Context: an optimization exercise on an open-source flow, tuned for small area, a short achievable clock period and few clock cycles. The choices shown serve that exercise and are no tape-out recipe. In this exercise RTL edits were held to simulation tests only and were not proved equivalent to the original.

==> run R <==
// LASER
module LASER (
input CLK,
input RST,
input [3:0] X,
input [3:0] Y,
output reg [3:0] C1X,
output reg [3:0] C1Y,
output reg [3:0] C2X,
output reg [3:0] C2Y,
output DONE);
==> flow/config.mk <==
export PLATFORM = sky130hd
export DESIGN_NAME = LASER
export DESIGN_NICKNAME = LASER
export VERILOG_FILES = /design/flow/design.v
export SDC_FILE = /design/flow/constraint.sdc
export NUM_CORES = 4
export LEC_CHECK = 0
export CAP_MARGIN = 50
export CORE_MARGIN = 2
export CORE_UTILIZATION = 62
export SLEW_MARGIN = 70
export SYNTH_HIERARCHICAL = 1
==> flow/constraint.sdc <==
create_clock -name core_clock -period 10.0 [get_ports {CLK}]
set_input_delay 2.0000 -clock core_clock [delete_from_list [all_inputs] [get_ports {CLK}]]
set_output_delay 2.0000 -clock core_clock [all_outputs]
set_load 0.01 [all_outputs]
run.sh (not shown) runs the stock make flow with config.mk's settings and CLKGATE_MAP_FILE= SYNTH_SCRIPT=/design/flow/synth_recipe.tcl, a recipe that flattens the netlist after the stock synthesis.
==> run C: changes against run R <==
- CAP_MARGIN: 50 -> 80
- CORE_UTILIZATION: 62 -> 55
- SLEW_MARGIN: 70 -> 90
==> run notes <==
Run status: run C stopped before the end; run R no timing/DRC/antenna violations
Stage where the flow stopped: run C global routing; run R -
Synth Instances: run C 5,228; run R 5,228
Synth Area in Compound Gates: run C 15.6%; run R 15.6%
Die boundary height: run C 326 um; run R 307 um
Clock sink total: run C 948; run R 948
Number of buffers inserted during clock tree synthesis: run C 99; run R 97
Cell area after placement: run C 86,300 um^2; run R 58,800 um^2
Post-placement worst setup slack: run C -22.59 ns; run R 5.80 ns
Final estimated routing congestion in global placement: run C 1.03; run R 1.08
Starting utilization of the core area: run C 55.7%; run R 62.4%
Sequential area share after synthesis: run C 33.4%; run R 33.4%
Ys Warns: run C 13; run R 13
Width of the die: run C 326 um; run R 307 um
Cell taking the most area after synthesis: run C sky130_fd_sc_hd__dfxtp_1; run R sky130_fd_sc_hd__dfxtp_1
IO buf count: run C 26; run R 26
Clock Path Buffers: run C 3; run R 3
Number of buffers added for setup after CTS: run C 33; run R 0
Number of register bits inferred by synthesis: run C 948; run R 948
CTS-repair resized insts: run C 207; run R 0
HPWL after DPL: run C 237 mm; run R 152 mm
Syn nets: run C 6,248; run R 6,248
H-tree depth reported by CTS: run C 3; run R 3
Post-synthesis instance area: run C 56,900 um^2; run R 56,900 um^2
Clock root buffer: run C sky130_fd_sc_hd__clkbuf_16; run R sky130_fd_sc_hd__clkbuf_16
Placed Cells incl. Taps: run C 8,466; run R 6,208
Rows: run C 117; run R 111
Adder-cell share of the synthesized area: run C 31.9%; run R 31.9%
Testbench counts of run R, summed over its fixed seeds: cycles 11,430.
Testbench counts of run C, summed over its fixed seeds: cycles 11,430.

---

==> 02-09: inputs <==
Starting RTL as in the previous note.
## LASER
module LASER (
input CLK,
input RST,
input [3:0] X,
input [3:0] Y,
output reg [3:0] C1X,
output reg [3:0] C1Y,
output reg [3:0] C2X,
output reg [3:0] C2Y,
output DONE);
make LEC_CHECK=0 CAP_MARGIN=40 CORE_MARGIN=2 CORE_UTILIZATION=62 SLEW_MARGIN=60 SYNTH_HIERARCHICAL=1 finish   # period 10.0 ns
==> 07-05 (differences from 02-09) <==
CAP_MARGIN = 50   (was 40)
CORE_UTILIZATION = 55   (was 62)
SLEW_MARGIN = 70   (was 60)
==> 12-13 (differences from 02-09) <==
CAP_MARGIN = 20   (was 40)
CORE_UTILIZATION = 55   (was 62)
SLEW_MARGIN = 20   (was 60)
==> flow_summary.ini <==
[outcome]
status = complete, no violations

[finish]
buf_share_pct = 1.11
seq_share_pct = 30.8
num-nonclk-buffers = 83
seqCellArea_um2 = 19000

[routing]
drt-total-wl_um = 193000

[global_route]
grt_pass1_vias = 41047

[critical_path]
worstReg2RegEnd = cu4[10]

[floorplan]
num_tap_cells = 1368
core_um2 = 102000
[end of results for 12-13]
==> flow_summary.ini <==
[outcome]
status = complete, no violations

[finish]
seqCellArea_um2 = 19200
seq_share_pct = 30.6
buf_share_pct = 1.58

[floorplan]
core_um2 = 102000
num_tap_cells = 1368

[routing]
drt-total-wl_um = 194000

[global_route]
grt_pass1_vias = 41270
[end of results for 07-05]
==> flow_summary.ini <==
[outcome]
status = complete, no violations

[floorplan]
core_um2 = 91200
num_tap_cells = 1186
die_w_um = 307

[global_route]
grt_pass1_vias = 41346

[finish]
seqCellArea_um2 = 19100
seq_share_pct = 30.8

[critical_path]
worstReg2RegEnd = tot2[77]

[yosys]
synth_top_family_by_area = adder cells
yosysWarnings = 13
[end of results for 02-09]
Testbench counts of 02-09, summed over its fixed seeds: cycles 11,430.
Testbench counts of 07-05, summed over its fixed seeds: cycles 11,430.
Testbench counts of 12-13, summed over its fixed seeds: cycles 11,430.

-- static timing again, ports no longer ideal --
In the flow no input, the clock included, has a driving cell. The finished layouts below were timed again as built, in two steps.
Step 1 assumes that a clkbuf_16 drives the clock port and a buf_2 every other input.
Step 2 times the ports against the registers' clock, not the clock port: input delays grow and output delays shrink by t, the midpoint of the rising clock arrivals with the driver on.
Three values: ideal, step 1, step 2; two values: the first two.
| run | t (ns) | setup slack, ns | worst hold slack (ns) | worst setup path at the end | worst data-port slew with drivers (ns) |
|---|---|---|---|---|---|
| run R | 0.746 | 5.758 / 5.758 / 5.758 | 0.322 / 0.322 / 0.322 | register to register | 0.04 |
| 02-09 | 0.743 | 5.777 / 5.777 / 5.777 | 0.304 / 0.304 / 0.304 | register to register | 0.03 |
| 07-05 | 0.747 | 5.676 / 5.676 / 5.676 | 0.310 / 0.310 / 0.310 | register to register | 0.03 |
| 12-13 | 0.777 | 5.466 / 5.466 / 5.466 | 0.321 / 0.321 / 0.321 | register to register | 0.03 |
After both steps every run listed still meets setup and hold.
